Context: an optimization exercise on an open-source flow, tuned for small area. The choices shown serve that exercise and are no tape-out recipe. The RTL was checked by simulation tests, not by an equivalence proof against the original design. No activity file was given, so power comes from the tool's default toggle rates. The clock port is modelled as an ideal driver; clocking choices that lean on that would not hold on a real chip.

## v16
==> flow/design.v (excerpt) <==
module riscv_core (
    input clk,
    input reset,
    output [31:0] imem_addr,
    input  [31:0] imem_rdata,
    output [31:0] dmem_addr,
    output [31:0] dmem_wdata,
    output [1:0]  dmem_size,
    output        dmem_we,
    input  [31:0] dmem_rdata
);
Size: about 1100 flip-flops, about 0.031 mm² of cells after synthesis.
export LEC_CHECK = 0
export ABC_AREA = 0
export CAP_MARGIN = 20
export CORE_MARGIN = 2
export CORE_UTILIZATION = 55
export CTS_BUF_LIST = sky130_fd_sc_hd__clkbuf_4 sky130_fd_sc_hd__clkbuf_8
export CTS_CLUSTER_DIAMETER = 60
export CTS_CLUSTER_SIZE = 20
export SLEW_MARGIN = 20
export SYNTH_HIERARCHICAL = 1
create_clock -name core_clock -period 18.0 [get_ports {clk}]
standard.sh (not shown) runs the stock make flow with config.mk's settings and CLKGATE_MAP_FILE= SYNTH_SCRIPT=/design/flow/synth_recipe.tcl, a recipe that flattens the netlist after the stock synthesis.
==> flow/flow/run.sh <==
#!/bin/bash
# The standard layout, with plain buf_1 cells as the port buffers and a clock tree
# built without dummy loads.
set -euo pipefail
bash standard.sh "BUFFER_PORTS_ARGS=-buffer_cell sky130_fd_sc_hd__buf_1" \
  "CTS_ARGS=-sink_clustering_enable -repair_clock_nets -sink_clustering_size 12 -sink_clustering_max_diameter 40 -buf_list {sky130_fd_sc_hd__clkbuf_4} -dont_use_dummy_load" \
  finish > standard_flow.log 2>&1
The final layout from v16, which completed every stage, passed the timing, design-rule and antenna checks at the end of the flow.
### v16 -> v59
==> flow/flow/run.sh <==
#!/bin/bash
# The standard layout, with plain buf_1 cells as the port buffers and a clock tree
# built without dummy loads.
set -euo pipefail
bash standard.sh "BUFFER_PORTS_ARGS=-buffer_cell sky130_fd_sc_hd__buf_1" \
  "CTS_ARGS=-sink_clustering_enable -repair_clock_nets -sink_clustering_size 20 -sink_clustering_max_diameter 60 -buf_list {sky130_fd_sc_hd__clkbuf_4 sky130_fd_sc_hd__clkbuf_8} -dont_use_dummy_load" \
  finish > standard_flow.log 2>&1
Findings:
Changes observed in v59 relative to v16: share of the clock period used by the worst path after layout higher, area growth from synthesis to layout rose 0.24 points, critical path required time went down 0.18 ns.
Looking at last element of the critical path, the rf[15][28] result is from v16; the rf[5][28] one comes from v59.
Against v16, v59 reports a hold slack that is higher.
Final estimated routing congestion in global placement essentially unchanged between v59 and v16.
Looking at setup slack, v59 sits 0.22 ns below v16.
In the metrics for v16 and v59, the one carrying the lower global-route usage is v59.
v16 and v59 ended up with roughly the same final wirelength.
The inputs of v27 differ from those of v59 as listed below.
==> flow/flow/run.sh <==
#!/bin/bash
# The standard layout, with plain buf_1 cells as the port buffers and a clock tree
# built without dummy loads.
set -euo pipefail
bash standard.sh "BUFFER_PORTS_ARGS=-buffer_cell sky130_fd_sc_hd__buf_1" \
  "CTS_ARGS=-sink_clustering_enable -repair_clock_nets -sink_clustering_size 36 -sink_clustering_max_diameter 80 -buf_list {sky130_fd_sc_hd__clkbuf_16} -dont_use_dummy_load" \
  finish > standard_flow.log 2>&1
Notes after the runs:
When v27 is set beside v59, its fmax turns out to be 0.34 MHz smaller.
[compare] base=v59 new=v27: area after synthesis stayed essentially flat; core utilization roughly the same; register-to-register slack decreased 0.05 ns; growth of design area from synthesis to finish flat; sequential share of power down 0.4 points.
The inputs of v40 differ from those of v27 as listed below.
==> flow/flow/run.sh <==
#!/bin/bash
# The standard layout, with plain buf_1 cells as the port buffers and a clock tree
# built without dummy loads.
set -euo pipefail
bash standard.sh "BUFFER_PORTS_ARGS=-buffer_cell sky130_fd_sc_hd__buf_1" \
  "CTS_ARGS=-sink_clustering_enable -repair_clock_nets -sink_clustering_size 20 -sink_clustering_max_diameter 60 -buf_list {sky130_fd_sc_hd__clkbuf_4 sky130_fd_sc_hd__clkbuf_8} -tree_buf sky130_fd_sc_hd__clkbuf_4 -dont_use_dummy_load" \
  finish > standard_flow.log 2>&1
Findings:
- v40 against v27: routed wire length up 690 µm, hold slack shows an increase of 0.031 ns, design area shows no meaningful change, clock power now sits lower.
- Re I/O pin count: no difference whatsoever between v27 and v40.
- Static leakage power: v40 vs v27, no meaningful difference
- In terms of CTS clock-pin slew for the worst setup and hold paths, v40 and v27 differ only marginally.
- Delta (v40 minus v27): required time at the endpoint of the critical path grew by 0.08 ns, global-route usage grew by 0.33 points, final core utilization held steady.

Another version of the RTL of riscv_core (not shown whole).
Size in the first run: ~2400 cells after synthesis, roughly 170 I/O pins.
==> flow/config.mk <==
export PLATFORM = sky130hd
export DESIGN_NAME = riscv_core
export DESIGN_NICKNAME = riscv_core
export VERILOG_FILES = /design/flow/design.v
export SDC_FILE = /design/flow/constraint.sdc
export NUM_CORES = 4
export LEC_CHECK = 0
export ABC_AREA = 0
export CAP_MARGIN = 0
export CORE_MARGIN = 2
export CORE_UTILIZATION = 55
export CTS_BUF_LIST = sky130_fd_sc_hd__clkbuf_4 sky130_fd_sc_hd__clkbuf_8
export CTS_CLUSTER_DIAMETER = 60
export CTS_CLUSTER_SIZE = 20
export SLEW_MARGIN = 0
export SYNTH_HIERARCHICAL = 1
==> flow/constraint.sdc <==
create_clock -name core_clock -period 18.0 [get_ports {clk}]
set_input_delay 3.6000 -clock core_clock [delete_from_list [all_inputs] [get_ports {clk}]]
set_output_delay 3.6000 -clock core_clock [all_outputs]
set_load 0.01 [all_outputs]
==> flow/flow/run.sh <==
#!/bin/bash
# The standard layout, with plain buf_1 cells as the port buffers and a clock tree
# built without dummy loads.
set -euo pipefail
bash standard.sh "BUFFER_PORTS_ARGS=-buffer_cell sky130_fd_sc_hd__buf_1" \
  "CTS_ARGS=-sink_clustering_enable -repair_clock_nets -sink_clustering_size 20 -sink_clustering_max_diameter 60 -buf_list {sky130_fd_sc_hd__clkbuf_4 sky130_fd_sc_hd__clkbuf_8} -dont_use_dummy_load" \
  finish > standard_flow.log 2>&1
The first run went through all stages and came out clean.
Change:
--- a/flow/config.mk
+++ b/flow/config.mk
@@ -9 +9 @@
-export CAP_MARGIN = 0
+export CAP_MARGIN = 20
@@ -15 +15 @@
-export SLEW_MARGIN = 0
+export SLEW_MARGIN = 20
Outcome: Synthesized area is unchanged; global-route usage stays the same; critical path depth is unchanged; setup slack stays the same; first-iteration DRC count does not change.

riscv_core, a different RTL version from the one above (not shown whole).
Size: roughly 3400 cells after synthesis, roughly 1100 flip-flops, about 170 I/O pins, ~33000 µm² of cells after synthesis.
clock: 18.0 ns
lec_check: 0
abc_area: 1
cap_margin: 20
core_margin: 2
core_utilization: 55
cts_buf_list: sky130_fd_sc_hd__clkbuf_4 sky130_fd_sc_hd__clkbuf_8
cts_cluster_diameter: 60
cts_cluster_size: 20
slew_margin: 20
==> flow/flow/run.sh <==
#!/bin/bash
# The standard layout, with plain buf_1 cells as the port buffers.
set -euo pipefail
bash standard.sh "BUFFER_PORTS_ARGS=-buffer_cell sky130_fd_sc_hd__buf_1" finish > standard_flow.log 2>&1
The starting point passed the timing, design-rule and antenna checks.
Edit:
==> flow/run.sh (new file) <==
#!/bin/bash
# synth_recipe.tcl (not shown) runs the flow's synth.tcl, then flattens the netlist and writes it again
# the make line also repeats each setting of config.mk as NAME=value (left out here)
make -C /OpenROAD-flow-scripts/flow DESIGN_CONFIG=/design/flow/config.mk WORK_HOME=/design/flow/orfs CLKGATE_MAP_FILE= SYNTH_SCRIPT=/design/flow/synth_recipe.tcl finish
--- a/flow/config.mk
+++ b/flow/config.mk
@@ -11,4 +11 @@
-export CORE_UTILIZATION = 55
-export CTS_BUF_LIST = sky130_fd_sc_hd__clkbuf_4 sky130_fd_sc_hd__clkbuf_8
-export CTS_CLUSTER_DIAMETER = 60
-export CTS_CLUSTER_SIZE = 20
+export CORE_UTILIZATION = 30
removed: flow/flow/run.sh
removed: flow/standard.sh
Cell area went up by 11%.
Hold slack gets worse by 0.029 ns.
Utilization shrinks by 23 points.
Die area went up by 82%.
Critical path depth is lower by 14.
Maximum frequency drops by 5.4%.
Edit:
--- a/flow/config.mk
+++ b/flow/config.mk
@@ -11 +11,4 @@
-export CORE_UTILIZATION = 30
+export CORE_UTILIZATION = 55
+export CTS_BUF_LIST = sky130_fd_sc_hd__clkbuf_4 sky130_fd_sc_hd__clkbuf_8
+export CTS_CLUSTER_DIAMETER = 60
+export CTS_CLUSTER_SIZE = 20
The changed run passed the timing, design-rule and antenna checks.
Fmax increases by 1.3%.
Setup slack gets better by 0.18 ns.
Global-route usage increases by 12 points.
Sequential share of layout area increases by 4.7 points.

riscv_core, a different RTL version from the one above (not shown whole).
Size: about 2300 cells after synthesis, roughly 1100 flip-flops, roughly 170 I/O pins, roughly 31000 sq um of cells after synthesis.
clock: 18.0 ns
lec_check: 0
abc_area: 0
cap_margin: 20
core_margin: 2
core_utilization: 62
cts_buf_list: sky130_fd_sc_hd__clkbuf_4 sky130_fd_sc_hd__clkbuf_8
cts_cluster_diameter: 60
cts_cluster_size: 20
slew_margin: 20
synth_hierarchical: 1
==> flow/flow/run.sh <==
#!/bin/bash
# The standard layout, with plain buf_1 cells as the port buffers and a clock tree
# built without dummy loads.
set -euo pipefail
bash standard.sh "BUFFER_PORTS_ARGS=-buffer_cell sky130_fd_sc_hd__buf_1" \
  "CTS_ARGS=-sink_clustering_enable -repair_clock_nets -sink_clustering_size 20 -sink_clustering_max_diameter 60 -buf_list {sky130_fd_sc_hd__clkbuf_4 sky130_fd_sc_hd__clkbuf_8} -dont_use_dummy_load" \
  finish > standard_flow.log 2>&1
The first run produced a clean layout.
==> next run, changes <==
- CORE_UTILIZATION: 62 -> 40
Result: Worst setup slack improves by 400 ps; final area grows slightly; maximum frequency grows by a few percent; sequential power hardly moves; area after synthesis is unchanged; clock skew grows by 11 ps; global-route usage shrinks by 11 points; via count shrinks slightly; non-clock buffer count grows by 1.
==> next run, changes <==
==> flow/flow/run.sh (replaced) <==
#!/bin/bash
# The standard layout, with plain buf_1 cells as the port buffers and a clock tree
# built without dummy loads.
set -euo pipefail
bash standard.sh "BUFFER_PORTS_ARGS=-buffer_cell sky130_fd_sc_hd__buf_1" \
  "CTS_ARGS=-sink_clustering_enable -repair_clock_nets -sink_clustering_size 30 -sink_clustering_max_diameter 60 -buf_list {sky130_fd_sc_hd__clkbuf_8 sky130_fd_sc_hd__clkbuf_16} -dont_use_dummy_load" \
  finish > standard_flow.log 2>&1
- CORE_UTILIZATION: 40 -> 50
- setup slack degrades by 38 ps
- total power rises by 3.0%
- register-to-register slack hardly moves
- global-route usage rises by 4.8 points
- design area stays flat
- wire length hardly moves
- sequential power barely changes
- synthesized cell count does not change
==> next run, changes <==
==> flow/flow/run.sh (replaced) <==
#!/bin/bash
# The standard layout, with plain buf_1 cells as the port buffers and a clock tree
# built without dummy loads.
set -euo pipefail
bash standard.sh "BUFFER_PORTS_ARGS=-buffer_cell sky130_fd_sc_hd__buf_1" \
  "CTS_ARGS=-sink_clustering_enable -repair_clock_nets -sink_clustering_size 20 -sink_clustering_max_diameter 60 -buf_list {sky130_fd_sc_hd__clkbuf_4 sky130_fd_sc_hd__clkbuf_8} -dont_use_dummy_load" \
  finish > standard_flow.log 2>&1
After rerunning: The new run completed with no timing, DRC or antenna violations. Utilization is lower by 0.55 points. Total power is lower by about 3%. Via count is higher by about 0.6%. Non-clock buffer count does not change.

## static timing again, ports no longer ideal
No port has a modelled driver above. Below, the same layouts with a new extraction and two added sets of constraints.
Step 1 assumes that a clkbuf_16 drives the clock port and a buf_2 every other input.
Step 2 times the ports against the registers' clock, not the clock port: input delays grow and output delays shrink by t, the midpoint of the rising clock arrivals with the driver on.
a / b / c = no drivers / after step 1 / after step 2; a / b = the first two.
run | t, ns | setup WS [ns] | hold WS [ns] | worst register clock-pin slew, ns | cell pins on the clock port's net
v16 | 0.889 | 3.624 / 3.650 / 2.760 | 0.253 / 0.253 / 0.253 | 0.12 / 0.12 | 1
v59 | 0.701 | 3.399 / 3.426 / 2.726 | 0.299 / 0.299 / 0.299 | 0.12 / 0.12 | 1
v27 | 0.640 | 3.326 / 3.359 / 2.719 | 0.268 / 0.268 / 0.268 | 0.12 / 0.12 | 1
v40 | 0.701 | 3.399 / 3.426 / 2.726 | 0.299 / 0.299 / 0.299 | 0.12 / 0.12 | 1
the first run of note 2 | 0.692 | 3.215 / 3.195 / 2.504 | 0.293 / 0.293 / 0.293 | 0.12 / 0.12 | 1
the second run of note 2 | 0.692 | 3.215 / 3.195 / 2.504 | 0.293 / 0.293 / 0.293 | 0.12 / 0.12 | 1
the first run of note 3 | 0.752 | 5.151 / 5.182 / 4.430 | 0.319 / 0.319 / 0.319 | 0.12 / 0.12 | 1
the second run of note 3 | 0.716 | 4.418 / 4.395 / 3.903 | 0.290 / 0.290 / 0.290 | 0.08 / 0.08 | 1
the third run of note 3 | 0.739 | 4.595 / 4.572 / 4.048 | 0.300 / 0.300 / 0.300 | 0.12 / 0.12 | 1
the first run of note 4 | 0.708 | 4.666 / 4.660 / 3.952 | 0.246 / 0.246 / 0.246 | 0.12 / 0.12 | 1
the second run of note 4 | 0.710 | 5.068 / 5.033 / 4.323 | 0.252 / 0.252 / 0.252 | 0.12 / 0.12 | 1
the third run of note 4 | 0.662 | 5.030 / 5.070 / 4.407 | 0.269 / 0.269 / 0.269 | 0.11 / 0.11 | 1
the fourth run of note 4 | 0.688 | 5.102 / 5.137 / 4.449 | 0.242 / 0.242 / 0.242 | 0.12 / 0.12 | 1
After both steps setup and hold are still met in every run listed. The setup slack of v16, which loses most, moves by +0.026 ns with the drivers and by -0.864 ns with both steps.
